Context: an optimization exercise on an open-source flow, tuned for small area. The choices shown serve that exercise and are no tape-out recipe.
Function was checked by simulation only, so behaviour that the tests miss may differ from the original.
In runs 4 to 8 the design's own scripts or RTL, not TritonCTS, make the clock network.
The flow treats the clock pin as an ideal source. Dropping or thinning the clock tree relies on that and would not hold on a real chip.
Power and IR drop assume default switching activity.

File: flow/run.sh
#!/bin/bash
# synth_recipe.tcl (not shown) runs the flow's synth.tcl, then flattens the netlist and writes it again
# the make line also repeats each setting of config.mk as NAME=value (left out here)
make -C /OpenROAD-flow-scripts/flow DESIGN_CONFIG=/design/flow/config.mk WORK_HOME=/design/flow/orfs CLKGATE_MAP_FILE= SYNTH_SCRIPT=/design/flow/synth_recipe.tcl finish
File: flow/config.mk
export PLATFORM = sky130hd
export DESIGN_NAME = seven_seg_disp
export DESIGN_NICKNAME = seven_seg_disp
export VERILOG_FILES = /design/flow/design.v
export SDC_FILE = /design/flow/constraint.sdc
export NUM_CORES = 4
export LEC_CHECK = 0
export CAP_MARGIN = 20
export CORE_MARGIN = 2
export CORE_UTILIZATION = 40
export SLEW_MARGIN = 20
File: flow/constraint.sdc
create_clock -name core_clock -period 10.0 [get_ports {i_clk}]
set_input_delay 2.0000 -clock core_clock [delete_from_list [all_inputs] [get_ports {i_clk}]]
set_output_delay 2.0000 -clock core_clock [all_outputs]
set_load 0.01 [all_outputs]
File: flow/design.v
module clockdiv #(
    parameter           I_CLK_FRQ = 100_000_000,
    parameter           FREQUENCY = 1  
) (
    input wire          i_rst,
    input wire          i_clk,
    output reg          o_clk
);
    localparam integer  divider = I_CLK_FRQ / FREQUENCY;
    localparam integer  width   = $clog2(divider);
    reg [width-1:0]     counter;
    always @( posedge i_clk ) begin
        if ( i_rst ) begin
            counter <= 0;
            o_clk <= 0;
        end else if ( counter == divider - 1 ) begin
            counter <= 0;
            o_clk <= 1;
        end else begin
            counter <= counter + 1;
            o_clk <= 0;
        end
    end
endmodule
module seven_seg_disp #(
    parameter           I_CLK_FRQ = 24_000,
    parameter           REFRESH = 60,
    parameter           DIGITS = 4
) (
    input               i_clk, 
    input               i_rst,
    input signed [10:0] i_data,
    input               i_en, 
    output  reg [3:0]   o_anodes,
    output wire [6:0]   o_segment
);
    reg                 sign;
    reg         [10:0]  num;
    reg         [1:0]   anode;
    reg         [3:0]   currentNum;
    reg         [10:0]  mod10, mod100, mod1000, pipe_num;
    reg         [3:0]   ones, tens, hundreds, thousands;
    localparam  [3:0]   an_en = {~(DIGITS == 4), ~(DIGITS >= 3), ~(DIGITS >= 2), ~(DIGITS >= 1)};
    wire                display_clk;
    clockdiv #(
        .I_CLK_FRQ(I_CLK_FRQ),
        .FREQUENCY(REFRESH*4)
    ) disp_clk_div (
        .i_clk(i_clk),
        .i_rst(i_rst),
        .o_clk(display_clk)
    );
    DecimalDecoder decode (currentNum, o_segment);
    always @ ( posedge i_clk ) begin
        if ( i_rst ) begin
            anode <= 0;
            num <= 0;
            sign <= 0;
        end else if ( display_clk ) begin 
            anode <= anode + 1;
            if ( i_en ) begin 
                if (i_data >= 0) begin
                    num <= i_data;
                    sign <= 0;
                end
                else begin
                    num <= ~i_data + 1;
                    sign <= 1;
                end
            end
            case ( anode )
                2'b00: begin
                    o_anodes <= {3'b111, an_en[0]};
                    currentNum <= ones;
                end
                2'b01: begin
                    o_anodes <= {2'b11, an_en[1], 1'b1};
                    currentNum <= (DIGITS == 1 && sign) ? 4'hf : tens;
                end
                2'b10: begin
                    o_anodes <= {1'b1, an_en[2], 2'b11};
                    currentNum <= (DIGITS == 2 && sign) ? 4'hf : hundreds;
                end
                2'b11: begin
                    o_anodes <= {an_en[3], 3'b111};
                    currentNum <= sign ? 4'hf : thousands;
                end
            endcase
        end else begin
            mod10 <= num % 10;
            mod100 <= num % 100;
            mod1000 <= num % 1000;
            pipe_num <= num;
            ones <= mod10;
            tens <= mod100 / 10;
            hundreds <= mod1000 / 100;
            thousands <= pipe_num / 1000;
        end
    end
endmodule
module DecimalDecoder(bin, cathodes);
    input       [3:0]   bin;
    output  reg [6:0]   cathodes;
    always @* begin
        case ( bin )
            4'd1:       cathodes = 7'b1111001;
            4'd2:       cathodes = 7'b0100100;
            4'd3:       cathodes = 7'b0110000;
            4'd4:       cathodes = 7'b0011001;
            4'd5:       cathodes = 7'b0010010;
            4'd6:       cathodes = 7'b0000010;
            4'd7:       cathodes = 7'b1111000;
            4'd8:       cathodes = 7'b0000000;
            4'd9:       cathodes = 7'b0011000;
            4'hf:       cathodes = 7'b0111111;  
            default:    cathodes = 7'b1000000;
        endcase
    end
endmodule 
==> results.txt, run 1 <==
- Status: complete, no violations
- CTS Sinks: 82
- Clock-pin slew of the registers on the worst-case setup and hold paths: 60 ps
- EDFF count, synth: 53
- Pre-CTS worst setup slack: 4590 ps
- Achievable Freq: 181.9 MHz
- Hold_sp: mod10[0]
- Final net count: 914
- RR Endpoint: mod10[1]
- Post-Synthesis Cell Area: 0.007496 mm^2
- Setup bufs post-CTS: 0
- Mapped Cells: 887
- Die height: 140.9 um
- First-pass GRT wire length: 28980 um
- Share of post-route cells with drive strength above 1: 10.71%
- Hold depth: 0
- Pwr dens: 99.82 mW/mm^2
- Yosys top cell by area: edfxtp_1
- # rows: 50
- Die W: 140.9 um
- Diodes inserted: 0
- Total track usage: 17.37%
- VDD IR-drop max: 0.08268 mV
- Slack of the critical path: 4504 ps
- Number of max-cap violations: 0
- Fillers: 1829
- Post-synth top area share: 21.23%
- Port-buffer cells: 24
- Number of H-tree levels: 3
- Crit-path max FO: 32
- CP arrival: 5660 ps
- CP max stage delay: 580 ps
- Layout Skew: 6.701 ps
- Setup TNS: 0 ps
- CP max stage cell: a2111o_2
- Syn_area_per_cell: 8.451 um^2
- Post-synthesis sequential element count: 82
- Top_reg_cell synth: edfxtp_1
- Post-cts sizing count: 0
- Worst Path Required: 10170 ps
- WL/cell: 15.29 um
- Area contributors post-synth: edfxtp_1, dfxtp_1, nor2_1, xnor2_1, nand2_1
- Count of final hold-check violations: 0
- Crit path capture type: flip-flop
- Design area: 0.008163 mm^2
- WS Path Type: flip-flop to flip-flop
- DR DRC count: 0
- Initial antenna violation count: 0
- CTS root buf: clkbuf_16
- Via/cell ratio: 5.842
- Async set or reset register ratio after synthesis: 0%
- Vias: 6549
- Period utilisation layout: 54.96%
- Number of DRC markers in iteration 0: 487
- Final Hold Slack: 417.1 ps
- CTS Buf Count: 9
- Synth Net Count: 919
- Max-Slew Margin vs Limit: 34.54%
- Clock latency on the worst-skew pair: 340 ps
- HP Class: flip-flop to flip-flop
- Worst-margin pin slew: 969.2 ps
- Pin count of the biggest net entering global routing: 46
- IO Count: 25
- Hold Crit Endpoint: ones[0]
- Pre-antenna DRT Iters: 4
- TritonCTS clock tree: done
- Final min period: 5496 ps
- Die area: 0.01985 mm^2
- Clk buf depth: 2
- FF-to-FF path depth: 18
- Hold Buf Count CTS: 0
- Placed instance area: 0.007856 mm^2
- Initial Util: 40.48%
- Worst path cell trace: buf_4, nor2_2, inv_2, ha_1, or3b_4, o22a_4, o211a_1, nand2_1, o221ai_4, nor3_2, mux2i_1, o2111ai_1, a2111o_2, or2_1, xnor2_1, a221o_1, or2_0, o31ai_1
- Critical path launch point type: flip-flop
- Core area: 0.01852 mm^2
- Worst path bufs/invs: 2
- Final setup violating endpoints: 0
- Final WL: 17140 um
- R2R Path Start: num[8]
- Reg2Reg Setup Slack: 4500 ps
- Syn. warnings: 3
- Fin. max-slew vios: 0
- Total grt overflow: 0
- Hpwl dp: 12550 um
- Final Core Density: 44.08%
- RD Place Congestion: 0.9076
- Seq/Total Area, Yosys: 28.98%
- Vias in the first global route: 5858
- Post-DRT Antenna Nets: 0
- Yosys cell types: 108
- P&R area growth vs syn: 8.897%
- LEAKAGE: 2.927 nW
- RSZ-0062 raised after global routing: no
- Top delay family on crit path: compound AO/OA/AOI/OAI gates
layer usage:
layer / GRT usage [%] / vias to the layer above / wire length (um)
li1: - / 3361 / -
met4: 3.000 / 0 / 138
met1: 24.39 / 3060 / 8384
met3: 2.785 / 11 / 549
met5: 0 / - / 0
met2: 28.70 / 117 / 8071
worst register-to-register path, stage by stage, from the launching register on:
cell	delay [ps]
dfxtp_1	300
buf_4	220
nor2_2	280
inv_2	70
ha_1	380
or3b_4	420
o22a_4	230
o211a_1	240
nand2_1	190
o221ai_4	200
nor3_2	320
mux2i_1	290
o2111ai_1	170
a2111o_2	580
or2_1	320
xnor2_1	230
a221o_1	410
or2_0	240
o31ai_1	230
synth_stat cells (9+ instances only):
| master | count |
|---|---|
| or3_1 | 11 |
| o21a_1 | 13 |
| nand2_1 | 69 |
| ha_1 | 18 |
| o21ai_0 | 42 |
| nor2b_1 | 13 |
| edfxtp_1 | 53 |
| o31ai_1 | 13 |
| dfxtp_1 | 29 |
| clkbuf_1 | 31 |
| nor2_1 | 82 |
| a31oi_1 | 14 |
| nor3_1 | 25 |
| xnor2_1 | 30 |
| o211ai_1 | 13 |
| inv_1 | 32 |
| a21oi_1 | 46 |
| nand3b_1 | 9 |
| mux2i_1 | 15 |
| nand3_1 | 25 |
| xor2_1 | 14 |
| a211oi_1 | 14 |
| nand2b_1 | 22 |
| and2_1 | 14 |
| maj3_1 | 14 |
| o22ai_1 | 13 |
power by group:
group	total (W)	switching (W)	internal (W)
combinational	0.000103	0.0000588	0.0000439
sequential	0.000380	0.00000956	0.000370
clock	0.000332	0.000139	0.000193
total	0.000815	0.000207	0.000607
layout by cell type, fill, tap and decap left out, types with 14 or more instances in the layout:
cell             instances
dfxtp_1                 29
a31oi_1                 14
ha_1                    18
a21oi_1                 46
inv_1                   32
and2_1                  14
mux2i_1                 15
nand3_1                 25
nor3_1                  25
a211oi_1                14
o21ai_0                 42
nor2_1                  81
nand2b_1                22
xor2_1                  14
nand2_1                 69
maj3_1                  14
xnor2_1                 30
edfxtp_1                53
clkdlybuf4s50_1         24
stage by stage:
stage / cells / power (W)
final: 1121 / 0.0008148
after global routing: 1121 / 0.0008525
after CTS: 1121 / 0.0008222
after detailed placement: 1105 / 0.0004891
after global placement: 1105 / 0.0004888
after floorplan: 887 / 0.0004640
kinds of logic after synthesis:
family,after synthesis,synth area share (%)
XOR/XNOR,44,5.141
adder cells (fa/ha/maj),36,5.475
AND/OR/NAND/NOR,329,22.90
flip-flops,82,28.98
buffers and inverters,87,5.208
multiplexers,21,3.054
AO/OA/AOI/OAI,288,29.24
flip-flops by register name, summed over array words and instances (netlist names):
| register | flops |
|---|---|
| tens | 4 |
| currentNum | 4 |
| anode | 2 |
| mod10 | 4 |
| o_anodes | 4 |
| mod1000 | 9 |
| hundreds | 4 |
| num | 11 |
| o_segment | 7 |
| disp_clk_div.counter | 7 |
| sign | 1 |
| thousands | 2 |
| ones | 4 |
| pipe_num | 8 |
| disp_clk_div.o_clk | 1 |
| mod100 | 10 |
worst max path at each step:
| stage | cells past startpoint | endpoint | slack, ps | startpoint |
|---|---|---|---|---|
| floorplan | 18 | mod10[1] | 5140 | num[9] |
| global placement | 18 | mod10[1] | 4660 | num[8] |
| detailed placement | 18 | mod10[1] | 4590 | num[8] |
| CTS | 18 | mod10[1] | 4550 | num[8] |
| global route | 18 | tens[0] | 4120 | mod100[8] |
| finish | 18 | mod10[1] | 4500 | num[8] |
cell type report:
type	instances	area (um^2)	area share, %
clock inverter	5	42.54	0.5212
clock buffer	11	264.0	3.234
sequential	82	2172	26.61
multi-input combinational	718	4941	60.53
inverter	38	142.6	1.747
timing repair buffer	33	307.8	3.771
tap	234	292.8	3.587
==> run 2: changes to the inputs <==
==> flow/design.v (replaced) <==
module clockdiv #(
    parameter           I_CLK_FRQ = 100_000_000,
    parameter           FREQUENCY = 1  
) (
    input wire          i_rst,
    input wire          i_clk,
    output reg          o_clk
);
    localparam integer  divider = I_CLK_FRQ / FREQUENCY;
    localparam integer  width   = $clog2(divider);
    reg [width-1:0]     counter;
    always @( posedge i_clk ) begin
        if ( i_rst ) begin
            counter <= 0;
            o_clk <= 0;
        end else if ( counter == divider - 1 ) begin
            counter <= 0;
            o_clk <= 1;
        end else begin
            counter <= counter + 1;
            o_clk <= 0;
        end
    end
endmodule
module seven_seg_disp #(
    parameter           I_CLK_FRQ = 24_000,
    parameter           REFRESH = 60,
    parameter           DIGITS = 4
) (
    input               i_clk,
    input               i_rst,
    input signed [10:0] i_data,
    input               i_en,
    output wire [3:0]   o_anodes,
    output wire [6:0]   o_segment
);
    reg  [6:0]  cnt;
    wire        fire = cnt[6] & cnt[5] & cnt[2];
    always @(posedge i_clk)
        if (i_rst)      cnt <= 7'd0;
        else if (fire)  cnt <= 7'd1;
        else            cnt <= cnt + 7'd1;
    reg  [1:0]  pos;
    always @(posedge i_clk)
        if (i_rst)      pos <= 2'd3;
        else if (fire)  pos <= pos + 2'd1;
    assign o_anodes = ~(4'b0001 << pos);
    reg         s;
    reg  [12:0] P;
    reg         cv;      
    reg         z;       
    wire        ld   = i_rst | (fire & i_en);
    wire        win  = (cnt[6:4] == 3'd0) & (cnt[3] | (cnt[2] & cnt[1]));   
    wire        run  = cv & win;
    wire        e0   = run & cnt[3];                  
    wire        e1   = run & cnt[3] & cnt[2];         
    wire        e2   = run & (cnt[3:0] == 4'hf);      
    function [3:0] corr(input [3:0] d, input e);
        reg c;
        begin
            c = e & (d[3] | (d[2] & (d[1] | d[0])));
            corr[0] = d[0] ^ c;
            corr[1] = c ? ((d[1] & d[0]) | (d[3] & ~d[0])) : d[1];
            corr[2] = c ? (d[3] & d[0]) : d[2];
            corr[3] = d[3] | c;
        end
    endfunction
    wire [12:0] C = {P[12], corr(P[11:8], e2), corr(P[7:4], e1), corr(P[3:0], e0)};
    wire        fb = (P[12] ^ s) & z;
    always @(posedge i_clk) begin
        if (ld) begin
            P  <= {i_data[9:0], 3'b000};
            s  <= i_data[10] & ~i_rst;
            z  <= ~i_rst;
            cv <= 1'b1;
        end else begin
            if (fire) cv <= 1'b0;
            if (run)  P  <= {C[11:0], fb};
        end
    end
    wire [3:0]  d0 = P[3:0], d1 = P[7:4], d2 = P[11:8];
    wire        n0 = d0[3] & d0[0];
    wire        n1 = d1[3] & d1[0];
    reg  [3:0]  dsel;
    reg         cin;
    always @* begin
        case (pos)
            2'd3: begin dsel = d0; cin = s; end
            2'd0: begin dsel = d1; cin = s & n0; end
            2'd1: begin dsel = d2; cin = s & n0 & n1; end
            default: begin dsel = s ? 4'hf : {3'b000, P[12]}; cin = 1'b0; end
        endcase
    end
    wire [3:0]  dinc;
    assign dinc[0] = dsel[0] ^ cin;
    assign dinc[1] = dsel[1] ^ (cin & dsel[0] & ~dsel[3]);
    assign dinc[2] = dsel[2] ^ (cin & dsel[0] & dsel[1]);
    assign dinc[3] = cin ? ((dsel[3] & ~dsel[0]) | (dsel[2] & dsel[1] & dsel[0])) : dsel[3];
    reg  [3:0]  dig;
    always @(posedge i_clk)
        if (fire) dig <= dinc;
    reg  [6:0]  seg;
    always @* begin
        case (dig)
            4'd1:       seg = 7'b1111001;
            4'd2:       seg = 7'b0100100;
            4'd3:       seg = 7'b0110000;
            4'd4:       seg = 7'b0011001;
            4'd5:       seg = 7'b0010010;
            4'd6:       seg = 7'b0000010;
            4'd7:       seg = 7'b1111000;
            4'd8:       seg = 7'b0000000;
            4'd9:       seg = 7'b0011000;
            4'd0:       seg = 7'b1000000;
            default:    seg = 7'b0111111;
        endcase
    end
    assign o_segment = seg;
endmodule
--- a/flow/config.mk
+++ b/flow/config.mk
@@ -8,4 +8,7 @@
 export CAP_MARGIN = 20
 export CORE_MARGIN = 2
 export CORE_UTILIZATION = 40
+export CTS_BUF_LIST = sky130_fd_sc_hd__clkbuf_8
+export CTS_CLUSTER_DIAMETER = 200
+export CTS_CLUSTER_SIZE = 40
 export SLEW_MARGIN = 20
==> run 2 against run 1 <==
Effect of this change:
- routed wire length decreased by 77%
- count of clock-buffer cells in the layout decreased by 5
- cell count decreased by 74%
- sequential cell count decreased by 46
- critical path depth decreased by 14
- combinational power decreased by 81%
- first-iteration DRC count decreased by 84%
- critical path type is now flip-flop to output port
- register-to-register slack improved by 2500 ps
- synthesized cell count decreased by 77%
==> results.txt, run 2 <==
- EDFF count, synth: 16
- Total grt overflow: 0
- Final WL: 3874 um
- Pre-antenna DRT Iters: 6
- Layout Skew: 6.170 ps
- Critical path launch point type: flip-flop
- Final setup violating endpoints: 0
- IO Count: 25
- Clock-pin slew of the registers on the worst-case setup and hold paths: 80 ps
- Post-cts sizing count: 0
- CTS Sinks: 36
- DR DRC count: 0
- Detail Route met2 WL: 1793 um
- Top cells by count, synth: nand2_1, dfxtp_1, edfxtp_1
- Share of post-route cells with drive strength above 1: 7.424%
- Die area: 0.005504 mm^2
- Routed wl met3: 169 um
- Vias in the first global route: 1290
- Worst Path Required: 8000 ps
- Achievable Freq: 270.9 MHz
- Top layer in use: met4
- VDD IR-drop max: 0.06872 mV
- Area contributors post-synth: edfxtp_1, dfxtp_1, ha_1, mux2i_1, nand2_1
- Hold_sp: cv
- Number of H-tree levels: 2
- HP Class: flip-flop to flip-flop
- Total track usage: 15.17%
- Number of DRC markers in iteration 0: 79
- FF-to-FF path depth: 11
- Crit path capture type: output port
- RSZ-0062 raised after global routing: no
- Async set or reset register ratio after synthesis: 0%
- Hold Buf Count CTS: 0
- Core area: 0.004723 mm^2
- Final net count: 255
- Setup TNS: 0 ps
- Fin. max-slew vios: 0
- Reg2Reg Setup Slack: 7030 ps
- Largest reg by FF count: P
- Post-DRT Antenna Nets: 0
- Yosys cell types: 42
- Mapped Cells: 200
- Post-Synthesis Cell Area: 0.001971 mm^2
- CTS Buf Count: 5
- Port-buffer cells: 24
- Vias: 1501
- RD Place Congestion: 0.8456
- TritonCTS clock tree: done
- Die height: 74.19 um
- Die W: 74.19 um
- Commonest non-fill, non-tap cell in the layout: clkdlybuf4s50_1
- WL/cell: 13.09 um
- Commonest cells after routing, fill and taps aside: clkdlybuf4s50_1, nand2_1, dfxtp_1
- Syn. warnings: 1
- Pwr Total: 0.0002913 W
- Initial antenna violation count: 0
- P&R area growth vs syn: 20.38%
- Hold Crit Endpoint: cv
- Top_reg_cell synth: dfxtp_1
- CTS root buf: clkbuf_8
- LEAKAGE: 0.9559 nW
- Setup bufs post-CTS: 0
- # rows: 25
- Design area: 0.002372 mm^2
- Post-synthesis sequential element count: 36
- First-pass GRT wire length: 6189 um
- Crit. Startpoint: pos[0]
- Via/cell ratio: 5.071
- Synth Net Count: 227
- Post-synth top area share: 24.38%
- Hold depth: 2
- Clk buf depth: 2
- R2R Path Start: pos[0]
- WS Path Type: flip-flop to output port
- Pin count of the biggest net entering global routing: 20
- Placed instance area: 0.002280 mm^2
- Pwr dens: 122.8 mW/mm^2
- Seq/Total Area, Yosys: 44.70%
- Yosys top cell by area: edfxtp_1
- Status: complete, no violations
- Clock latency on the worst-skew pair: 290 ps
- Max-Slew Margin vs Limit: 52.97%
- M1 wire length: 1856 um
- Initial Util: 41.72%
- Syn_area_per_cell: 9.853 um^2
- Max FFs per register: 13
- Hpwl dp: 2875 um
- Diodes inserted: 0
- Final min period: 3692 ps
- RR Endpoint: o_segment[1]
- Number of max-cap violations: 0
- Count of final hold-check violations: 0
- Count leader, synth: nand2_1
- Worst-margin pin slew: 705.4 ps
- CP arrival: 1690 ps
- Final Core Density: 50.23%
- Period utilisation layout: 36.92%
- Crit-path max FO: 6
run 2: cell types whose count changed after synthesis, moves of 24 or more:
cell	change
nor3_1	-24
edfxtp_1	-37
a21oi_1	-31
o21ai_0	-28
clkbuf_1	-28
xnor2_1	-26
nor2_1	-74
nand2_1	-46
run 2: metrics by stage:
stage | hold slack (ps) | std cells | setup WS [ps]
after floorplan | 421.7 | 200 | 6872
after global placement | 439.2 | 288 | 6193
after detailed placement | 435.2 | 288 | 6113
after CTS | 446.5 | 296 | 6313
after global routing | 452.0 | 296 | 6225
final | 444.5 | 296 | 6308
run 2: layout make-up:
cell class,instances,area (um^2)
inverter,17,63.81
clock buffer,6,82.58
multi-input combinational,143,1003
timing repair buffer,25,247.7
tap,67,83.83
sequential,36,880.8
clock inverter,2,10.01
fill,462,2351
run 2: cell families after synthesis:
group                      share of synthesized area (%)
adders and majority gates                          8.254
muxes                                              7.619
AOI/OAI and AO/OA                                  17.46
buffers and inverters                              4.380
and+or+nand+nor                                    14.48
DFF                                                44.70
xor gates and xnor gates                           3.111
run 2: critical path, cell delays in order (launching register included):
cell	delay, ps
dfxtp_1	380
inv_1	110
ha_1	290
inv_1	90
clkdlybuf4s50_1	530
run 2: routing by layer:
| layer | vias to the layer above | global-route usage, % |
|---|---|---|
| met5 | - | 0 |
| met4 | 0 | 4.848 |
| met3 | 6 | 4.065 |
| met2 | 39 | 23.81 |
| met1 | 677 | 20.44 |
| li1 | 779 | - |
run 2: worst max path at each step:
stage | endpoint | slack [ps] | cells past startpoint
after floorplan | P[8] | 6870 | 5
after global routing | o_anodes[0] | 6220 | 4
after detailed placement | P[10] | 6110 | 5
final | o_anodes[0] | 6310 | 4
after CTS | o_anodes[0] | 6310 | 4
after global placement | P[4] | 6190 | 5
run 2: power by group:
part	switching [W]	internal, W	leakage, nW	total [W]
Clock	0.0000529	0.0000550	0.0510	0.000108
Combinational	0.00000894	0.0000103	0.582	0.0000193
Sequential	0.00000509	0.000159	0.323	0.000164
Total	0.0000669	0.000224	0.956	0.000291
==> run 3: changes to the inputs <==
--- a/flow/config.mk
+++ b/flow/config.mk
@@ -8,7 +8,4 @@
 export CAP_MARGIN = 20
 export CORE_MARGIN = 2
 export CORE_UTILIZATION = 40
-export CTS_BUF_LIST = sky130_fd_sc_hd__clkbuf_8
-export CTS_CLUSTER_DIAMETER = 200
-export CTS_CLUSTER_SIZE = 40
 export SLEW_MARGIN = 20
==> run 3 against run 2 <==
Effect of this change:
- non-clock buffer count did not move
- maximum frequency unchanged
- worst setup slack is the same
- sequential share of layout area stayed put
- combinational power hardly changed
- routed wire length unchanged
- area after synthesis unchanged
- synthesized cell count unchanged
- sequential power barely moved
- sequential cell count stayed put
- critical endpoint unchanged
- largest power group unchanged
==> results.txt, run 3 <==
- Period utilisation layout: 36.92%
- Number of max-cap violations: 0
- Area contributors post-synth: edfxtp_1, dfxtp_1, ha_1, mux2i_1, nand2_1
- Mapped Cells: 200
- Pwr Total: 0.0002913 W
- CP arrival: 1690 ps
- Die W: 74.19 um
- Post-Synthesis Cell Area: 0.001971 mm^2
- Count leader, synth: nand2_1
- Post-synth top area share: 24.38%
- Top layer in use: met4
- Crit path capture type: output port
- Clk buf depth: 2
- R2R Path Start: pos[0]
- Number of H-tree levels: 2
- RSZ-0062 raised after global routing: no
- Achievable Freq: 270.9 MHz
- Post-cts sizing count: 0
- Hold Buf Count CTS: 0
- Final Hold Slack: 444.5 ps
- Pre-antenna DRT Iters: 6
- Total track usage: 15.17%
- Initial Util: 41.72%
- Top_reg_cell synth: dfxtp_1
- Detail Route met2 WL: 1793 um
- Via/cell ratio: 5.071
- Die height: 74.19 um
- Initial antenna violation count: 0
- Clock-pin slew of the registers on the worst-case setup and hold paths: 80 ps
- FF-to-FF path depth: 11
- IO Count: 25
- Syn_area_per_cell: 9.853 um^2
- Port-buffer cells: 24
- Setup bufs post-CTS: 0
- Worst path cell trace: inv_1, ha_1, inv_1, clkdlybuf4s50_1
- Critical path launch point type: flip-flop
- EDFF count, synth: 16
- Layout Skew: 6.170 ps
- Worst Path Required: 8000 ps
- TritonCTS clock tree: done
- Critical Path Most Common Cell: inv_1
- Final setup violating endpoints: 0
- First-pass GRT wire length: 6189 um
- Count of final hold-check violations: 0
- Vias: 1501
- Max-Slew Margin vs Limit: 52.97%
- Worst-margin pin slew: 705.4 ps
- Setup TNS: 0 ps
- RR Endpoint: o_segment[1]
- Hpwl dp: 2875 um
- Final min period: 3692 ps
- Reg area: 880.8 um^2
- Status: complete, no violations
- Crit-path max FO: 6
- Hold_sp: cv
- WS Path Type: flip-flop to output port
- Final WL: 3874 um
- Seq/Total Area, Yosys: 44.70%
- HP Class: flip-flop to flip-flop
- Core area: 0.004723 mm^2
- Fillers: 462
- Diodes inserted: 0
- Fin. max-slew vios: 0
- Post-DRT Antenna Nets: 0
- Multi-input combinational cell area: 0.001003 mm^2
- Commonest cells after routing, fill and taps aside: clkdlybuf4s50_1, nand2_1, dfxtp_1
- Final net count: 255
- Die area: 0.005504 mm^2
- Hold Crit Endpoint: cv
- Yosys top cell by area: edfxtp_1
- Post-synthesis sequential element count: 36
- CTS Buf Count: 5
- Hold depth: 2
- Commonest non-fill, non-tap cell in the layout: clkdlybuf4s50_1
- CP max stage cell: clkdlybuf4s50_1
- WL/cell: 13.09 um
- Async set or reset register ratio after synthesis: 0%
- Synth Net Count: 227
- Pin count of the biggest net entering global routing: 20
- M1 wire length: 1856 um
- Total grt overflow: 0
- Routed wl met3: 169 um
- Clock latency on the worst-skew pair: 290 ps
- CP max stage delay: 530 ps
- P&R area growth vs syn: 20.38%
- CTS root buf: clkbuf_8
- Yosys cell types: 42
- RD Place Congestion: 0.8456
- DR DRC count: 0
- Reg2Reg Setup Slack: 7030 ps
- Vias in the first global route: 1290
- Share of post-route cells with drive strength above 1: 7.424%
- Max FFs per register: 13
- LEAKAGE: 0.9559 nW
- Syn. warnings: 1
- Pwr dens: 122.8 mW/mm^2
- Top cells by count, synth: nand2_1, dfxtp_1, edfxtp_1
- Number of DRC markers in iteration 0: 79
- # rows: 25
- Final Core Density: 50.23%
- VDD IR-drop max: 0.06872 mV
- Largest reg by FF count: P
- CTS Sinks: 36
==> run 3: cell counts in the layout (fill, tap and decap cells not counted) <==
Identical to the previous run, type by type.
==> run 3: cell families after synthesis <==
| kind of cell | Yosys count | share of synthesized area [%] |
|---|---|---|
| mux | 13 | 7.619 |
| simple gates | 56 | 14.48 |
| flops | 36 | 44.70 |
| buf+inv | 21 | 4.380 |
| xor+xnor | 7 | 3.111 |
| fa+ha+maj | 13 | 8.254 |
| compound gates | 54 | 17.46 |
==> run 3: metrics by stage <==
step                instance area [um^2]  setup WS, ps  cells
floorplan                           1971          6872    200
global placement                    2280          6193    288
detailed placement                  2280          6113    288
CTS                                 2372          6313    296
global route                        2372          6225    296
finish                              2372          6308    296
==> run 3: layout make-up <==
class / instances / area share [%]
clock buffers: 6 / 3.481
multi-input cells: 143 / 42.30
inverters: 17 / 2.690
clock inverters: 2 / 0.4219
well taps: 67 / 3.534
repair buffers: 25 / 10.44
flip-flops and latches: 36 / 37.13
==> run 3: worst max-delay path by stage <==
stage	startpoint	endpoint	slack [ps]	cells after the start
after floorplan	i_en	P[8]	6870	5
after global placement	i_rst	P[4]	6190	5
after detailed placement	i_rst	P[10]	6110	5
after CTS	pos[0]	o_anodes[0]	6310	4
after global routing	pos[0]	o_anodes[0]	6220	4
final	pos[0]	o_anodes[0]	6310	4
==> run 3: worst max-delay path, delay by kind of cell (launching register included) <==
| family | cells | cell delay, ps |
|---|---|---|
| flip-flops | 1 | 380 |
| buffers and inverters | 3 | 730 |
| adder cells (fa/ha/maj) | 1 | 290 |
==> run 3: layer usage <==
| layer | vias to the layer above | global-route usage (%) |
|---|---|---|
| met5 | - | 0 |
| met4 | 0 | 4.848 |
| met3 | 6 | 4.065 |
| met2 | 39 | 23.81 |
| met1 | 677 | 20.44 |
| li1 | 779 | - |
==> run 3: power breakdown <==
group	leakage (nW)	switching, W	internal (W)
clock network	0.0510	0.0000529	0.0000550
logic	0.582	0.00000894	0.0000103
registers	0.323	0.00000509	0.000159
==> run 4: changes to the inputs <==
==> flow/flow/run.sh (new file) <==
#!/bin/bash
# Layout: the standard flow (standard.sh) with two changes:
#  - port buffers are sky130_fd_sc_hd__buf_1 cells,
#  - the clock tree is a few clock buffers driven by the clock port (cts_pre.tcl),
#    in place of TritonCTS's H-tree.
# make's output goes to flow_make.log here; ORFS's per-step logs are under orfs/logs.
set -euo pipefail
W=$PWD
bash standard.sh \
  "BUFFER_PORTS_ARGS=-buffer_cell sky130_fd_sc_hd__buf_1" \
  "PRE_CTS_TCL=$W/flow/cts_pre.tcl" \
  finish > "$W/flow_make.log" 2>&1
==> flow/flow/cts_pre.tcl (new file) <==
# Sourced by ORFS's cts.tcl before clock tree synthesis. Builds the clock tree by hand:
# the clock port drives NBUF buffers of type CELL, each driving the clock pins of one group
# of registers (grouped by x position, equal sizes). TritonCTS is then skipped; the rest of
# cts.tcl (legalization, timing repair) runs as usual.
set my_cts_cell sky130_fd_sc_hd__clkbuf_8
set my_cts_nbuf 3

proc my_cts {cell nbuf} {
  set block [ord::get_db_block]
  set clk [$block findNet i_clk]
  set sinks {}
  foreach it [$clk getITerms] {
    set b [[$it getInst] getBBox]
    lappend sinks [list $it [expr {([$b xMin]+[$b xMax])/2}] [expr {([$b yMin]+[$b yMax])/2}]]
  }
  set sinks [lsort -integer -index 1 $sinks]
  set n [llength $sinks]
  set master [[ord::get_db] findMaster $cell]
  for {set g 0} {$g < $nbuf} {incr g} {
    set lo [expr {$g * $n / $nbuf}]
    set hi [expr {($g + 1) * $n / $nbuf - 1}]
    set buf [odb::dbInst_create $block $master clkbuf_root_$g]
    set net [odb::dbNet_create $block clknet_root_$g]
    $net setSigType CLOCK
    set sx 0
    set sy 0
    foreach s [lrange $sinks $lo $hi] {
      lassign $s it x y
      $it disconnect
      $it connect $net
      incr sx $x
      incr sy $y
    }
    set k [expr {$hi - $lo + 1}]
    [$buf findITerm A] connect $clk
    [$buf findITerm X] connect $net
    $buf setLocation [expr {$sx / $k}] [expr {$sy / $k}]
    $buf setPlacementStatus PLACED
    puts "my_cts: $cell clkbuf_root_$g drives $k clock pins"
  }
}

my_cts $my_cts_cell $my_cts_nbuf
set_propagated_clock [all_clocks]

rename clock_tree_synthesis tritoncts_unused
proc clock_tree_synthesis {args} {
  puts "my_cts: clock tree built by cts_pre.tcl; clock_tree_synthesis skipped"
}
==> flow/standard.sh (new file) <==
#!/bin/bash
# synth_recipe.tcl (not shown) runs the flow's synth.tcl, then flattens the netlist and writes it again
# the make line also repeats each setting of config.mk as NAME=value (left out here)
make -C /OpenROAD-flow-scripts/flow DESIGN_CONFIG=/design/flow/config.mk WORK_HOME=/design/flow/orfs CLKGATE_MAP_FILE= SYNTH_SCRIPT=/design/flow/synth_recipe.tcl "${@:-finish}"
removed: flow/run.sh
==> run 4 against run 3 <==
Effect of this change:
- highest routed layer unchanged
- still clean
- critical path depth is 1 higher
- clock power is 39% lower
- routed wire length is 1.9% lower
- clock skew is 0.54 ps lower
==> results.txt, run 4 <==
- WL/cell: 13.06 um
- Flop pwr share: 66.5%
- Port-buffer cells: 24
- Syn_area_per_cell: 9.853 um^2
- Setup bufs post-CTS: 0
- EDFF count, synth: 16
- Final setup violating endpoints: 0
- Largest reg by FF count: P
- RSZ-0062 raised after global routing: no
- Diodes inserted: 0
- Core area: 0.004723 mm^2
- Final net count: 253
- Placed instance area: 0.002130 mm^2
- Logic pwr share: 6.6%
- Final min period: 3339 ps
- Clock Power Share: 26.9%
- HP Class: flip-flop to flip-flop
- Pwr Total: 0.0002466 W
- Seq/Total Area, Yosys: 44.70%
- Vias in the first global route: 1340
- Final WL: 3801 um
- Mapped Cells: 200
- Die W: 74.19 um
- Yosys cell types: 42
- Internal: 0.0001937 W
- CP max stage delay: 510 ps
- Reg2Reg Setup Slack: 7020 ps
- Syn. warnings: 1
- Via/cell ratio: 5.086
- P&R area growth vs syn: 10.16%
- Post-synth top area share: 24.38%
- Top cells by count, synth: nand2_1, dfxtp_1, edfxtp_1
- Design area: 0.002171 mm^2
- Share of post-route cells with drive strength above 1: 5.357%
- Number of DRC markers in iteration 0: 68
- Vias: 1480
- VDD IR-drop max: 0.1042 mV
- Number of max-cap violations: 0
- Async set or reset register ratio after synthesis: 0%
- Pre-antenna DRT Iters: 4
- Yosys top cell by area: edfxtp_1
- Worst Path Required: 9890 ps
- CP arrival: 3230 ps
- Commonest cells after routing, fill and taps aside: buf_1, nand2_1, dfxtp_1
- Max-Slew Margin vs Limit: 54.51%
- DR DRC count: 0
- RD Place Congestion: 0.8164
- NetSw: 0.00005298 W
- Pwr dens: 113.6 mW/mm^2
- Crit-path max FO: 19
- Die height: 74.19 um
- IO Count: 25
- First-pass GRT wire length: 6341 um
- Status: complete, no violations
- Sw Ratio: 21.48%
- Setup TNS: 0 ps
- Period utilisation layout: 33.39%
- Worst path cell trace: buf_1, a21oi_1, clkinv_1, nand2_1, o31ai_1
- Area contributors post-synth: edfxtp_1, dfxtp_1, ha_1, mux2i_1, nand2_1
- Clock-pin slew of the registers on the worst-case setup and hold paths: 80 ps
- Post-Synthesis Cell Area: 0.001971 mm^2
- Fin. max-slew vios: 0
- CP max stage cell: clkinv_1
- Clock latency on the worst-skew pair: 150 ps
- Hpwl dp: 2850 um
- Total track usage: 14.33%
- WS Path Type: input pin to flip-flop
- Post-DRT Antenna Nets: 0
- Critical path launch point type: input pin
- Layout Skew: 5.630 ps
- Worst-margin pin slew: 682.3 ps
- Count of final hold-check violations: 0
- Commonest non-fill, non-tap cell in the layout: buf_1
- Max FFs per register: 13
- Synth Net Count: 227
- Count leader, synth: nand2_1
- Hold Buf Count CTS: 0
- LEAKAGE: 0.8598 nW
- # rows: 25
- Achievable Freq: 299.5 MHz
- Top_reg_cell synth: dfxtp_1
- Final Hold Slack: 445.2 ps
- Initial Util: 41.72%
- Post-cts sizing count: 0
- Pin count of the biggest net entering global routing: 20
- Crit path capture type: flip-flop
- Die area: 0.005504 mm^2
- Final Core Density: 45.96%
- Initial antenna violation count: 0
- Total grt overflow: 0
- Post-synthesis sequential element count: 36
==> run 4: cell counts after synthesis <==
No cell type changed its count.
==> run 4: cell families after synthesis <==
family,share of synthesized area (%)
xor+xnor,3.111
buf+inv,4.380
mux,7.619
compound gates,17.46
simple gates,14.48
flops,44.70
fa+ha+maj,8.254
==> run 4: area by class of cell <==
type | instances | area, um^2
plain buffers | 3 | 41.29
fillers | 458 | 2552
inverters | 17 | 63.81
multi-input cells | 143 | 1003
flip-flops and latches | 36 | 880.8
well taps | 67 | 83.83
repair buffers | 25 | 97.59
==> run 4: final timing paths <==
check / startpoint / end / depth (start not counted)
setup / recovery: i_rst / P[4] / 5
hold / removal: cv / cv / 2
setup reg to reg: pos[0] / o_segment[1] / 13
hold reg to reg: cv / cv / 2
==> run 4: stage by stage <==
stage / cells / setup slack [ps]
6_report: 291 / 6661
5_1_grt: 291 / 6390
4_1_cts: 291 / 6670
3_5_place_dp: 288 / 6492
3_3_place_gp: 288 / 6570
2_1_floorplan: 200 / 6872
==> run 4: power groups by stage <==
| stage | logic (W) | registers [W] | clock network [W] |
|---|---|---|---|
| after CTS | 0.0000164 | 0.000164 | 0.0000694 |
| after global placement | 0.0000159 | 0.000167 | 0 |
| after floorplan | 0.0000117 | 0.000165 | 0 |
| after detailed placement | 0.0000164 | 0.000167 | 0 |
| after global routing | 0.0000187 | 0.000165 | 0.0000746 |
| final | 0.0000162 | 0.000164 | 0.0000664 |
==> run 4: critical path, delay by kind of cell <==
family                 cells  cell delay (ps)
buffers and inverters      2              620
and+or+nand+nor            1              210
AOI/OAI and AO/OA          2              390
==> run 4: routing by layer <==
| metal | share of wire [%] | vias to the layer above | track usage (%) |
|---|---|---|---|
| met1 | 51 | 677 | 20.41 |
| met5 | 0 | - | 0 |
| met4 | 0.79 | 0 | 1.010 |
| met2 | 45 | 28 | 25.00 |
| li1 | - | 773 | - |
| met3 | 3.7 | 2 | 1.084 |
==> run 5: changes to the inputs <==
==> flow/flow/run.sh (replaced) <==
#!/bin/bash
# Layout: the standard flow (standard.sh) with three changes:
#  - after synthesis every cell is swapped for the smallest of its family (downsize.tcl),
#  - port buffers are sky130_fd_sc_hd__buf_1 cells,
#  - the clock tree is a few clock buffers driven by the clock port (cts_pre.tcl),
#    in place of TritonCTS's H-tree.
# make's output goes to flow_make.log here; ORFS's per-step logs are under orfs/logs.
set -euo pipefail
W=$PWD
bash standard.sh \
  "PRE_FLOORPLAN_TCL=$W/flow/downsize.tcl" \
  "BUFFER_PORTS_ARGS=-buffer_cell sky130_fd_sc_hd__buf_1" \
  "PRE_CTS_TCL=$W/flow/cts_pre.tcl" \
  finish > "$W/flow_make.log" 2>&1
==> flow/flow/downsize.tcl (new file) <==
# Sourced by ORFS's floorplan.tcl (PRE_FLOORPLAN_TCL) right after the synthesized netlist is
# loaded. Swaps every cell for the smallest cell of the same family (same name up to the
# drive-strength suffix, so the same function and pins): synthesis sized cells for speed, and
# the clock period leaves ample slack. Registers keep their cell type; only drive strength can
# change. Later repair_design fixes any slew or capacitance violation this leaves.
proc downsize_all {} {
  set db [ord::get_db]
  set block [ord::get_db_block]
  set sizes {}
  foreach lib [$db getLibs] {
    foreach m [$lib getMasters] {
      set mn [$m getName]
      if {![regexp {^(sky130_fd_sc_hd__.+)_([0-9]+)$} $mn -> base drv]} continue
      if {[string match "*lpflow*" $mn] || [string match "*probe*" $mn]} continue
      dict lappend sizes $base $m
    }
  }
  set n 0
  foreach inst [$block getInsts] {
    set m [$inst getMaster]
    set mn [$m getName]
    if {![regexp {^(sky130_fd_sc_hd__.+)_([0-9]+)$} $mn -> base drv]} continue
    if {[string match "*tapvpwrvgnd*" $mn] || [string match "*clkbuf*" $mn]} continue
    if {![dict exists $sizes $base]} continue
    set best $m
    set besta [expr {[$m getWidth] * [$m getHeight]}]
    foreach c [dict get $sizes $base] {
      set a [expr {[$c getWidth] * [$c getHeight]}]
      if {$a < $besta} {
        set best $c
        set besta $a
      }
    }
    if {$best ne $m} {
      puts "downsize: [$inst getName] $mn -> [$best getName]"
      $inst swapMaster $best
      incr n
    }
  }
  puts "downsize: replaced $n cells"
}
downsize_all
==> run 5 against run 4 <==
Effect of this change:
- maximum frequency fell by 0.27%
- clock skew fell by 1.4 ps
- clock power fell by 0.6%
- worst setup slack got worse by 9.0 ps
- sequential share of layout area rose by 1.0 points
- synthesized cell count did not move
- critical endpoint is now P[5]
- cell count fell by 4.8%
- still clean
- critical path type unchanged
- die area fell by 1.8%
- sequential cell count did not move
==> results.txt, run 5 <==
- Clock-pin slew of the registers on the worst-case setup and hold paths: 80 ps
- Mapped Cells: 200
- Syn. warnings: 1
- Die height: 73.52 um
- GRT met1 Usage: 21.01%
- Status: complete, no violations
- Critical path launch point type: input pin
- Post-DRT Antenna Nets: 0
- Synth Net Count: 227
- CP arrival: 3310 ps
- Slack of the critical path: 6652 ps
- Total grt overflow: 0
- DR DRC count: 0
- Total track usage: 14.41%
- Crit path capture type: flip-flop
- Worst Path Required: 9960 ps
- Sw Ratio: 21.33%
- Design area: 0.002117 mm^2
- Clock Power Share: 26.9%
- Commonest non-fill, non-tap cell in the layout: buf_1
- Via/cell ratio: 5.303
- Number of max-cap violations: 0
- # rows: 25
- Share of post-route cells with drive strength above 1: 2.691%
- Logic pwr share: 6.4%
- Internal: 0.0001934 W
- Core area: 0.004692 mm^2
- Fin. max-slew vios: 0
- Final min period: 3348 ps
- Fillers: 493
- Pin count of the biggest net entering global routing: 20
- Diodes inserted: 0
- Flop pwr share: 66.7%
- Post-cts sizing count: 0
- Vias in the first global route: 1329
- Layout Skew: 4.251 ps
- Count of final hold-check violations: 0
- Placed instance area: 0.002076 mm^2
- LEAKAGE: 0.8440 nW
- Multi-input combinational cell area: 973.4 um^2
- M2 GR Usage: 24.40%
- WS Path Type: input pin to flip-flop
- Clock latency on the worst-skew pair: 140 ps
- Pre-antenna DRT Iters: 5
- Number of DRC markers in iteration 0: 90
- Setup TNS: 0 ps
- Period utilisation layout: 33.48%
- Crit-path max FO: 19
- HP Class: flip-flop to flip-flop
- Die W: 73.52 um
- RSZ-0062 raised after global routing: no
- Final net count: 252
- Pwr dens: 116.1 mW/mm^2
- WL/cell: 13.94 um
- Routing usage on met3: 1.097%
- Final setup violating endpoints: 0
- Initial Util: 41.20%
- Port-buffer cells: 24
- Worst-margin pin slew: 994.3 ps
- Max-Slew Margin vs Limit: 33.10%
- Achievable Freq: 298.7 MHz
- Commonest cells after routing, fill and taps aside: buf_1, nand2_1, dfxtp_1
- Reg area: 880.8 um^2
- VDD IR-drop max: 0.08896 mV
- Setup bufs post-CTS: 0
- Hpwl dp: 2867 um
- Initial antenna violation count: 0
- Pre-CTS worst setup slack: 6493 ps
- Final Core Density: 45.12%
- RD Place Congestion: 0.7696
- Die area: 0.005405 mm^2
- First-pass GRT wire length: 6341 um
- Vias: 1469
- Global-route layer with the greatest usage: met2
- Hold Buf Count CTS: 0
- Max FFs per register: 13
- NetSw: 0.00005241 W
- Largest reg by FF count: P
- IO Count: 25
- Final WL: 3860 um
## run 5: metal layers
metal	up-vias	routed length, um
li1	771	-
met1	672	1969
met2	24	1726
met3	2	138
met4	0	26
met5	-	0
## run 5: cell type report
class,instances,area share (%)
multi-input combinational,143,45.98
sequential,36,41.61
timing repair buffer,24,4.255
tap,54,3.191
inverter,17,3.014
buffer,3,1.950
## run 5: power groups by stage
stage | registers, W | logic, W | clock network, W
5_1_grt | 0.000165 | 0.0000181 | 0.0000730
6_report | 0.000164 | 0.0000157 | 0.0000660
3_3_place_gp | 0.000167 | 0.0000154 | 0
2_1_floorplan | 0.000165 | 0.0000114 | 0
3_5_place_dp | 0.000167 | 0.0000158 | 0
4_1_cts | 0.000164 | 0.0000159 | 0.0000688
## run 5: worst paths after layout
kind	cells after the start	end	from	slack [ps]
worst max-delay path	4	P[5]	i_rst	6650
worst min-delay path	2	cv	cv	450
worst min register to register	2	cv	cv	450
worst max register to register	11	o_segment[1]	pos[0]	6870
## run 5: worst max-delay path, stage by stage
cell and delay [ps]:
buf_1 100, a21oi_1 290, clkinv_1 520, o31ai_1 390
## run 5: per-stage QoR
stage | power (W) | std cells | hold WS (ps)
floorplan | 0.0001768 | 200 | 421.7
finish | 0.0002458 | 277 | 447.2
detailed placement | 0.0001832 | 274 | 439.3
global placement | 0.0001829 | 274 | 433.6
CTS | 0.0002487 | 277 | 452.4
global route | 0.0002559 | 277 | 493.5
==> run 6: changes to the inputs <==
--- a/flow/design.v
+++ b/flow/design.v
@@ -99,21 +99,12 @@
     reg  [3:0]  dig;
     always @(posedge i_clk)
         if (fire) dig <= dinc;
-    reg  [6:0]  seg;
-    always @* begin
-        case (dig)
-            4'd1:       seg = 7'b1111001;
-            4'd2:       seg = 7'b0100100;
-            4'd3:       seg = 7'b0110000;
-            4'd4:       seg = 7'b0011001;
-            4'd5:       seg = 7'b0010010;
-            4'd6:       seg = 7'b0000010;
-            4'd7:       seg = 7'b1111000;
-            4'd8:       seg = 7'b0000000;
-            4'd9:       seg = 7'b0011000;
-            4'd0:       seg = 7'b1000000;
-            default:    seg = 7'b0111111;
-        endcase
-    end
-    assign o_segment = seg;
+    wire [3:0]  d = dig;
+    assign o_segment[6] = (~d[3] & ~d[2] & ~d[1]) | (~d[3] & d[2] & d[1] & d[0]);
+    assign o_segment[5] = (~d[2] & d[1]) | (~d[3] & ~d[2] & d[0]) | (d[1] & d[0]);
+    assign o_segment[4] = (d[2] & ~d[1]) | d[0];
+    assign o_segment[3] = (d[2] & ~d[1] & ~d[0]) | (~d[2] & ~d[1] & d[0]) | (d[2] & d[1] & d[0]);
+    assign o_segment[2] = (d[3] & d[1]) | (~d[2] & d[1] & ~d[0]);
+    assign o_segment[1] = ~((~d[1] & ~d[0]) | (~d[3] & d[1] & d[0]) | ~d[2]);
+    assign o_segment[0] = (~d[3] & ~d[2] & ~d[1] & d[0]) | (d[3] & d[2]) | (d[2] & ~d[1] & ~d[0]);
 endmodule
==> run 6 against run 5 <==
Effect of this change:
- synthesized cell count is 6.0% lower
- cell count is 7.2% lower
- utilization is 1.1 points higher
- critical endpoint is now P[7]
- largest power group unchanged
==> results.txt, run 6 <==
- IO Count: 25
- Count leader, synth: nand2_1
- Hold Buf Count CTS: 0
- Clock latency on the worst-skew pair: 140 ps
- Max-Slew Margin vs Limit: 63.61%
- Crit-path max FO: 15
- Setup TNS: 0 ps
- First-pass GRT wire length: 6092 um
- R2R Path Start: cnt[6]
- Worst path bufs/invs: 1
- Synth Net Count: 210
- Die area: 0.004809 mm^2
- Pwr Total: 0.0002088 W
- Final setup violating endpoints: 0
- Number of max-cap violations: 0
- Clock-pin slew of the registers on the worst-case setup and hold paths: 70 ps
- Final Core Density: 46.22%
- Worst-margin pin slew: 545.9 ps
- HP Class: flip-flop to flip-flop
- # rows: 23
- Final min period: 3438 ps
- CP max stage delay: 470 ps
- EDFF count, synth: 16
- Number of DRC markers in iteration 0: 44
- P&R area growth vs syn: 9.817%
- Via/cell ratio: 5.506
- Yosys top cell by area: edfxtp_1
- Area contributors post-synth: edfxtp_1, dfxtp_1, ha_1, o21ai_0, xnor2_1
- Initial Util: 42.09%
- Final WL: 3535 um
- Crit path capture type: flip-flop
- Seq/Total Area, Yosys: 43.27%
- Vias: 1415
- RSZ-0062 raised after global routing: no
- Diodes inserted: 0
- Pwr dens: 111.3 mW/mm^2
- Placed instance area: 0.001834 mm^2
- Max FFs per register: 13
- VDD IR-drop max: 0.06636 mV
- Largest reg by FF count: P
- Top delay family on crit path: compound AO/OA/AOI/OAI gates
- Die height: 69.35 um
- Post-DRT Antenna Nets: 0
- Pin count of the biggest net entering global routing: 16
- CP arrival: 3340 ps
- YS chip area: 0.001712 mm^2
- Status: complete, no violations
- Syn. warnings: 1
- Design area: 0.001876 mm^2
- Hold_sp: cnt[0]
- Hpwl dp: 2644 um
- WL/cell: 13.75 um
- Crit. Startpoint: i_rst
- Post-cts sizing count: 0
- Syn_area_per_cell: 9.085 um^2
- Commonest non-fill, non-tap cell in the layout: buf_1
- Fillers: 417
- Period utilisation layout: 34.38%
- Initial antenna violation count: 0
- Die W: 69.35 um
- Setup bufs post-CTS: 0
- Async set or reset register ratio after synthesis: 0%
- Commonest cells after routing, fill and taps aside: buf_1, nand2_1, edfxtp_1, o21ai_0, inv_1
- Final net count: 231
- Yosys cell types: 44
- Count of final hold-check violations: 0
- Fin. max-slew vios: 0
- Vias in the first global route: 1348
- RD Place Congestion: 0.7814
- Share of post-route cells with drive strength above 1: 2.899%
- WS Path Type: input pin to flip-flop
- Post-synthesis sequential element count: 29
- Pre-antenna DRT Iters: 4
- Achievable Freq: 290.9 MHz
- CP max stage cell: a41o_1
- Total track usage: 14.70%
- Total grt overflow: 0
- LEAKAGE: 0.7254 nW
- Final Hold Slack: 468.2 ps
- Critical path launch point type: input pin
- Top cells by count, synth: nand2_1, edfxtp_1, o21ai_0
- Top_reg_cell synth: edfxtp_1
- Layout Skew: 10.35 ps
- Core area: 0.004058 mm^2
- Port-buffer cells: 24
- Post-Synthesis Cell Area: 0.001708 mm^2
- Worst Path Required: 9900 ps
- Worst path cell trace: buf_1, a41o_1, nand3b_1, a21oi_1, a21o_1
- Mapped Cells: 188
- Post-synth top area share: 28.07%
- DR DRC count: 0
-- run 6: layout make-up --
| cell class | instances | area [um^2] | area share (%) |
|---|---|---|---|
| buffer | 3 | 41.29 | 2.201 |
| inverter | 15 | 56.30 | 3.002 |
| multi-input combinational | 135 | 877.1 | 46.76 |
| sequential | 29 | 740.7 | 39.49 |
| tap | 50 | 62.56 | 3.336 |
| timing repair buffer | 25 | 97.59 | 5.203 |
-- run 6: per-layer routing --
layer	share of wire [%]	vias to the layer above	track usage, %
met4	0.65	0	1.307
met5	0	-	0
li1	-	718	-
met1	46	671	18.56
met2	49	23	27.88
met3	4.3	3	1.453
-- run 6: cells by family after synthesis --
family / count (synthesis) / synth area share (%)
mux: 4 / 2.412
fa+ha+maj: 8 / 5.848
buf+inv: 24 / 5.263
xor+xnor: 11 / 5.629
compound gates: 57 / 21.49
flops: 29 / 43.27
simple gates: 55 / 16.08
-- run 6: report_power, final --
group	total, W	internal [W]	switching (W)
registers	0.000137	0.000131	0.00000574
logic	0.0000141	0.00000628	0.00000778
clock network	0.0000582	0.0000273	0.0000308
total	0.000209	0.000164	0.0000443
-- run 6: stage by stage --
step                      setup WS [ps]  instances
final                              6562        257
after global routing               6400        257
after CTS                          6543        257
after detailed placement           6388        254
after global placement             6479        254
after floorplan                    6826        188
-- run 6: final timing paths --
check | to | slack, ps | depth (start not counted)
setup / recovery | P[7] | 6560 | 5
setup reg to reg | P[10] | 7960 | 4
hold reg to reg | cnt[0] | 470 | 1
hold / removal | cnt[0] | 470 | 1
==> run 7: changes to the inputs <==
--- a/flow/design.v
+++ b/flow/design.v
@@ -48,13 +48,11 @@
     reg         s;
     reg  [12:0] P;
     reg         cv;      
-    reg         z;       
     wire        ld   = i_rst | (fire & i_en);
     wire        win  = (cnt[6:4] == 3'd0) & (cnt[3] | (cnt[2] & cnt[1]));   
     wire        run  = cv & win;
     wire        e0   = run & cnt[3];                  
     wire        e1   = run & cnt[3] & cnt[2];         
-    wire        e2   = run & (cnt[3:0] == 4'hf);      
     function [3:0] corr(input [3:0] d, input e);
         reg c;
         begin
@@ -65,20 +63,20 @@
             corr[3] = d[3] | c;
         end
     endfunction
-    wire [12:0] C = {P[12], corr(P[11:8], e2), corr(P[7:4], e1), corr(P[3:0], e0)};
-    wire        fb = (P[12] ^ s) & z;
+    wire [12:0] C = {P[12:8], corr(P[7:4], e1), corr(P[3:0], e0)};
+    wire        take = fire & i_en & ~i_rst;
+    wire        keep = ~ld;
+    wire [12:0] R = {C[11:0], P[12] ^ s};
+    wire [12:0] L = {i_data[9:0], 3'b000};
     always @(posedge i_clk) begin
-        if (ld) begin
-            P  <= {i_data[9:0], 3'b000};
-            s  <= i_data[10] & ~i_rst;
-            z  <= ~i_rst;
-            cv <= 1'b1;
-        end else begin
-            if (fire) cv <= 1'b0;
-            if (run)  P  <= {C[11:0], fb};
-        end
+        if (i_rst | fire) cv <= take;
+        if (ld) s <= take & i_data[10];
+        if (ld | run) P <= ({13{take}} & L) | ({13{keep}} & R);
     end
-    wire [3:0]  d0 = P[3:0], d1 = P[7:4], d2 = P[11:8];
+    wire        h10 = P[11] & P[9];                        
+    wire [3:0]  d0 = P[3:0], d1 = P[7:4];
+    wire [3:0]  d2 = {P[11] & ~P[9], P[10], P[9] & ~P[11], P[8]};
+    wire        th = P[12] | h10;
     wire        n0 = d0[3] & d0[0];
     wire        n1 = d1[3] & d1[0];
     reg  [3:0]  dsel;
@@ -88,7 +86,7 @@
             2'd3: begin dsel = d0; cin = s; end
             2'd0: begin dsel = d1; cin = s & n0; end
             2'd1: begin dsel = d2; cin = s & n0 & n1; end
-            default: begin dsel = s ? 4'hf : {3'b000, P[12]}; cin = 1'b0; end
+            default: begin dsel = s ? 4'hf : {3'b000, th}; cin = 1'b0; end
         endcase
     end
     wire [3:0]  dinc;
==> run 7 against run 6 <==
Effect of this change:
- maximum frequency down 0.30%
- global-route usage up 0.22 points
- clock skew up 4.0 ps
- largest cell class unchanged
- via count down 11%
- still clean on timing, DRC and antenna
- first-iteration DRC count down 39%
==> results.txt, run 7 <==
- RD Place Congestion: 0.8139
- RSZ-0062 raised after global routing: no
- Die area: 0.004569 mm^2
- Post-cts sizing count: 0
- Clock latency on the worst-skew pair: 140 ps
- Final Core Density: 44.91%
- Period utilisation layout: 34.48%
- Commonest non-fill, non-tap cell in the layout: buf_1
- IO Count: 25
- Final net count: 204
- Hold Buf Count CTS: 0
- Crit path capture type: output port
- Max FFs per register: 13
- Number of DRC markers in iteration 0: 27
- WL/cell: 13.79 um
- Vias in the first global route: 1187
- Total track usage: 14.92%
- Total grt overflow: 0
- Final min period: 3448 ps
- Count of final hold-check violations: 0
- Number of max-cap violations: 0
- Pin count of the biggest net entering global routing: 14
- CP max stage delay: 480 ps
- Port-buffer cells: 24
- Via/cell ratio: 5.437
- Setup bufs post-CTS: 0
- Status: complete, no violations
- Worst path cell trace: inv_1, mux2_2, o21ai_0, buf_1
- Share of post-route cells with drive strength above 1: 3.315%
- Initial antenna violation count: 0
- Largest reg by FF count: P
- Hold depth: 1
- Fin. max-slew vios: 0
- Hpwl dp: 2390 um
- Pre-antenna DRT Iters: 4
- First-pass GRT wire length: 5416 um
- HP Class: flip-flop to flip-flop
- Pwr dens: 117.0 mW/mm^2
- Vias: 1256
- Die height: 67.60 um
- Core area: 0.003943 mm^2
- CP max stage cell: edfxtp_1
- VDD IR-drop max: 0.09406 mV
- LEAKAGE: 0.6436 nW
- Setup TNS: 0 ps
- Clock-pin slew of the registers on the worst-case setup and hold paths: 80 ps
- Pwr Total: 0.0002072 W
- Die W: 67.60 um
- DR DRC count: 0
- Diodes inserted: 0
- Layout Skew: 14.33 ps
- Critical path launch point type: flip-flop
- Mapped Cells: 158
- Syn. warnings: 1
- CP arrival: 1450 ps
- Worst Path Required: 8000 ps
- Synth Net Count: 179
- Final WL: 3186 um
- Worst-margin pin slew: 805.6 ps
- FF-to-FF path depth: 5
- Post-DRT Antenna Nets: 0
- # rows: 23
- Crit-path max FO: 7
- Max-Slew Margin vs Limit: 46.10%
- WS Path Type: flip-flop to output port
- Final setup violating endpoints: 0
- Commonest cells after routing, fill and taps aside: buf_1, edfxtp_1, nand2_1
- Initial Util: 41.03%
- Achievable Freq: 290.0 MHz
run 7: cell types whose count changed in the layout (fill, tap and decap cells not counted), moves of 4 or more:
cell / previous run / this run
inv_1: 15 / 10
a22o_1: 0 / 5
dfxtp_1: 13 / 9
a21o_1: 4 / 0
a32oi_1: 4 / 0
o21ai_0: 16 / 10
nand2_1: 20 / 12
xnor2_1: 9 / 5
o2bb2ai_1: 0 / 5
run 7: path summary, 6_finish.rpt:
check	slack, ps	endpoint	from
setup / recovery	6550	o_segment[0]	dig[2]
hold / removal	490	cnt[0]	cnt[0]
setup reg to reg	7930	P[8]	cnt[2]
hold reg to reg	490	cnt[0]	cnt[0]
run 7: power by group:
group	total [W]	leakage, nW	internal [W]	switching (W)
Clock	0.0000570	0.0216	0.0000273	0.0000297
Sequential	0.000134	0.263	0.000129	0.00000510
Combinational	0.0000160	0.359	0.00000765	0.00000830
Total	0.000207	0.644	0.000164	0.0000431
run 7: cell type report:
type / instances / area [um^2]
Timing Repair Buffer: 25 / 97.59
Multi-Input combinational cell: 114 / 777.0
Buffer: 3 / 41.29
Tap cell: 50 / 62.56
Inverter: 11 / 41.29
Fill cell: 395 / 2172
Sequential cell: 28 / 750.7
run 7: metrics by stage:
| stage | hold WS [ps] | instances | worst slack (ps) | instance area (um^2) |
|---|---|---|---|---|
| final | 491.8 | 231 | 6552 | 1770 |
| after global routing | 514.4 | 231 | 6429 | 1770 |
| after CTS | 484.5 | 231 | 6563 | 1770 |
| after detailed placement | 463.8 | 228 | 6497 | 1729 |
| after global placement | 464.0 | 228 | 6598 | 1729 |
| after floorplan | 430.5 | 158 | 6712 | 1618 |
run 7: metal layers:
metal	part of all wire, %	wire length, um	vias to the layer above	GRT usage, %
met5	0	0	-	0
met4	1.2	38	0	2.041
met3	4.8	154	4	1.000
met2	50	1580	35	27.57
met1	44	1413	588	19.41
li1	-	-	629	-
run 7: worst max-delay path: cells and delay by family, from the launching register on:
kind / cells / cell delay, ps
compound gates: 1 / 150
buf+inv: 2 / 330
flops: 1 / 480
mux: 1 / 340
==> run 8: changes to the inputs <==
--- a/flow/design.v
+++ b/flow/design.v
@@ -46,7 +46,7 @@
         else if (fire)  pos <= pos + 2'd1;
     assign o_anodes = ~(4'b0001 << pos);
     reg         s;
-    reg  [12:0] P;
+    reg  [11:0] P;
     reg         cv;      
     wire        ld   = i_rst | (fire & i_en);
     wire        win  = (cnt[6:4] == 3'd0) & (cnt[3] | (cnt[2] & cnt[1]));   
@@ -63,20 +63,19 @@
             corr[3] = d[3] | c;
         end
     endfunction
-    wire [12:0] C = {P[12:8], corr(P[7:4], e1), corr(P[3:0], e0)};
+    wire [11:0] C = {P[11:8], corr(P[7:4], e1), corr(P[3:0], e0)};
     wire        take = fire & i_en & ~i_rst;
     wire        keep = ~ld;
-    wire [12:0] R = {C[11:0], P[12] ^ s};
-    wire [12:0] L = {i_data[9:0], 3'b000};
+    wire [11:0] R = {C[10:0], P[11] ^ s};
+    wire [11:0] L = {i_data[9:0], 2'b00};
     always @(posedge i_clk) begin
         if (i_rst | fire) cv <= take;
         if (ld) s <= take & i_data[10];
-        if (ld | run) P <= ({13{take}} & L) | ({13{keep}} & R);
+        if (ld | run) P <= ({12{take}} & L) | ({12{keep}} & R);
     end
     wire        h10 = P[11] & P[9];                        
     wire [3:0]  d0 = P[3:0], d1 = P[7:4];
     wire [3:0]  d2 = {P[11] & ~P[9], P[10], P[9] & ~P[11], P[8]};
-    wire        th = P[12] | h10;
     wire        n0 = d0[3] & d0[0];
     wire        n1 = d1[3] & d1[0];
     reg  [3:0]  dsel;
@@ -86,7 +85,7 @@
             2'd3: begin dsel = d0; cin = s; end
             2'd0: begin dsel = d1; cin = s & n0; end
             2'd1: begin dsel = d2; cin = s & n0 & n1; end
-            default: begin dsel = s ? 4'hf : {3'b000, th}; cin = 1'b0; end
+            default: begin dsel = s ? 4'hf : {3'b000, h10}; cin = 1'b0; end
         endcase
     end
     wire [3:0]  dinc;
--- a/flow/flow/cts_pre.tcl
+++ b/flow/flow/cts_pre.tcl
@@ -2,8 +2,8 @@
 # the clock port drives NBUF buffers of type CELL, each driving the clock pins of one group
 # of registers (grouped by x position, equal sizes). TritonCTS is then skipped; the rest of
 # cts.tcl (legalization, timing repair) runs as usual.
-set my_cts_cell sky130_fd_sc_hd__clkbuf_8
-set my_cts_nbuf 3
+set my_cts_cell sky130_fd_sc_hd__clkbuf_16
+set my_cts_nbuf 1
 
 proc my_cts {cell nbuf} {
   set block [ord::get_db_block]
==> run 8 against run 7 <==
Effect of this change:
- via count rose by 0.72%
- clock skew fell by 5.9 ps
- worst setup slack improved by 4.0 ps
- largest cell class unchanged
- die area decreased by 3.8%
- clock power decreased by 21%
- critical path type unchanged
- critical endpoint unchanged
==> results.txt, run 8 <==
- Setup bufs post-CTS: 0
- Crit path capture type: output port
- Critical path launch point type: flip-flop
- Number of max-cap violations: 0
- WL/cell: 13.50 um
- Reg2Reg Setup Slack: 7760 ps
- Max FFs per register: 12
- Clock-pin slew of the registers on the worst-case setup and hold paths: 100 ps
- Die W: 66.31 um
- FF-to-FF path depth: 4
- Synth Net Count: 184
- Routing usage on met3: 0.6814%
- Setup TNS: 0 ps
- RSZ-0062 raised after global routing: no
- Core area: 0.003689 mm^2
- Number of DRC markers in iteration 0: 58
- Fin. max-slew vios: 0
- Final WL: 3145 um
- RR Endpoint: P[7]
- Global-route layer with the greatest usage: met2
- RD Place Congestion: 0.8495
- WS Path Type: flip-flop to output port
- CP arrival: 1440 ps
- Hold Buf Count CTS: 0
- Total grt overflow: 0
- Pre-antenna DRT Iters: 4
- Count of final hold-check violations: 0
- IO Count: 25
- GRT met1 Usage: 18.20%
- Initial antenna violation count: 0
- Pin count of the biggest net entering global routing: 28
- Vias: 1265
- Pwr dens: 110.2 mW/mm^2
- Clock latency on the worst-skew pair: 160 ps
- Commonest cells after routing, fill and taps aside: buf_1, nand2_1, edfxtp_1
- Worst Path Required: 8000 ps
- Share of post-route cells with drive strength above 1: 3.784%
- Initial Util: 42.10%
- Layout Skew: 8.476 ps
- Status: complete, no violations
- Die height: 66.31 um
- Worst-margin pin slew: 1066 ps
- Via/cell ratio: 5.429
- Max-Slew Margin vs Limit: 27.92%
- Achievable Freq: 290.3 MHz
- LEAKAGE: 0.6354 nW
- Final setup violating endpoints: 0
- Final min period: 3444 ps
- Post-cts sizing count: 0
- Commonest non-fill, non-tap cell in the layout: buf_1
- Vias in the first global route: 1139
- Diodes inserted: 0
- Post-DRT Antenna Nets: 0
- CP endpoint: o_segment[0]
- Syn. warnings: 1
- Hpwl dp: 2527 um
- Mapped Cells: 163
- HP Class: flip-flop to flip-flop
- Hold depth: 1
- Period utilisation layout: 34.44%
- Die area: 0.004396 mm^2
- First-pass GRT wire length: 5099 um
- VDD IR-drop max: 0.06047 mV
- DR DRC count: 0
- # rows: 22
- M2 GR Usage: 28.13%
- Pwr Total: 0.0001900 W
- Port-buffer cells: 24
- Largest reg by FF count: P
- Final Core Density: 46.74%
- Crit-path max FO: 7
- R2R Path Start: cnt[6]
- Final net count: 208
- Total track usage: 14.43%
- Crit. Startpoint: dig[2]
-- run 8: report_power, final --
part | switching, W | leakage (nW) | total, W | internal, W
combinational | 0.00000842 | 0.370 | 0.0000159 | 0.00000751
clock | 0.0000264 | 0.0123 | 0.0000449 | 0.0000185
sequential | 0.00000522 | 0.253 | 0.000129 | 0.000124
total | 0.0000401 | 0.635 | 0.000190 | 0.000150
-- run 8: layout make-up --
cell class / count / area (um^2)
Sequential cell: 27 / 720.7
Fill cell: 373 / 1964
Multi-Input combinational cell: 120 / 772.0
Tap cell: 48 / 60.06
Inverter: 11 / 41.29
Buffer: 1 / 25.02
Timing Repair Buffer: 26 / 105.1
-- run 8: worst min-delay path by stage --
stage	startpoint	end	slack, ps
after global placement	cnt[0]	cnt[0]	490
final	cnt[0]	cnt[0]	490
after detailed placement	cnt[0]	cnt[0]	470
after floorplan	cnt[0]	cnt[0]	430
after CTS	cnt[0]	cnt[0]	500
after global routing	cnt[0]	cnt[0]	540
-- run 8: per-stage QoR --
stage	hold slack [ps]	cell area [um^2]	setup WS, ps	cells
6_report	492.9	1724	6556	233
3_3_place_gp	486.1	1699	6680	232
5_1_grt	540.9	1724	6431	233
4_1_cts	502.1	1724	6543	233
2_1_floorplan	430.5	1553	6724	163
3_5_place_dp	469.5	1699	6594	232
-- run 8: metal layers --
metal	vias up	routed length (um)
met5	-	0
met4	0	20
met3	2	92
met2	22	1656
met1	607	1376
li1	634	-
-- run 8: worst max-delay path: stages, from the launching register on --
cell	delay, ps
edfxtp_1	490
inv_1	160
mux2_2	340
o21ai_0	140
buf_1	170

## what the ideal ports hide
No port has a modelled driver above. Below, the same layouts with a new extraction and two added sets of constraints. Step 1: set_driving_cell puts a clkbuf_16 on i_clk and a buf_2 on each other input, an assumption about the parent block. Step 2, shift: input delay + t, output delay - t, t = (earliest + latest rising clock arrival at the registers) / 2. This alone moves slack from input paths to output paths. a / b / c = ideal / step 1 / step 2; a / b = the first two.
run	shift t [ns]	slack for setup (ns)	slew at the worst register clock pin (ns)	worst slew at a driven data input, ns
run 1	0.368	4.504 / 4.504 / 4.504	0.06 / 0.06	0.03
run 2	0.312	6.308 / 6.281 / 6.136	0.08 / 0.08	0.03
run 3	0.312	6.308 / 6.281 / 6.136	0.08 / 0.08	0.03
run 4	0.185	6.661 / 6.684 / 6.499	0.08 / 0.08	0.03
run 5	0.184	6.652 / 6.675 / 6.491	0.08 / 0.08	0.03
run 6	0.173	6.562 / 6.545 / 6.409	0.07 / 0.07	0.03
run 7	0.170	6.552 / 6.512 / 6.511	0.08 / 0.08	0.03
run 8	0.190	6.556 / 6.526 / 6.595	0.10 / 0.10	0.03
After both steps setup and hold are still met in every run listed.
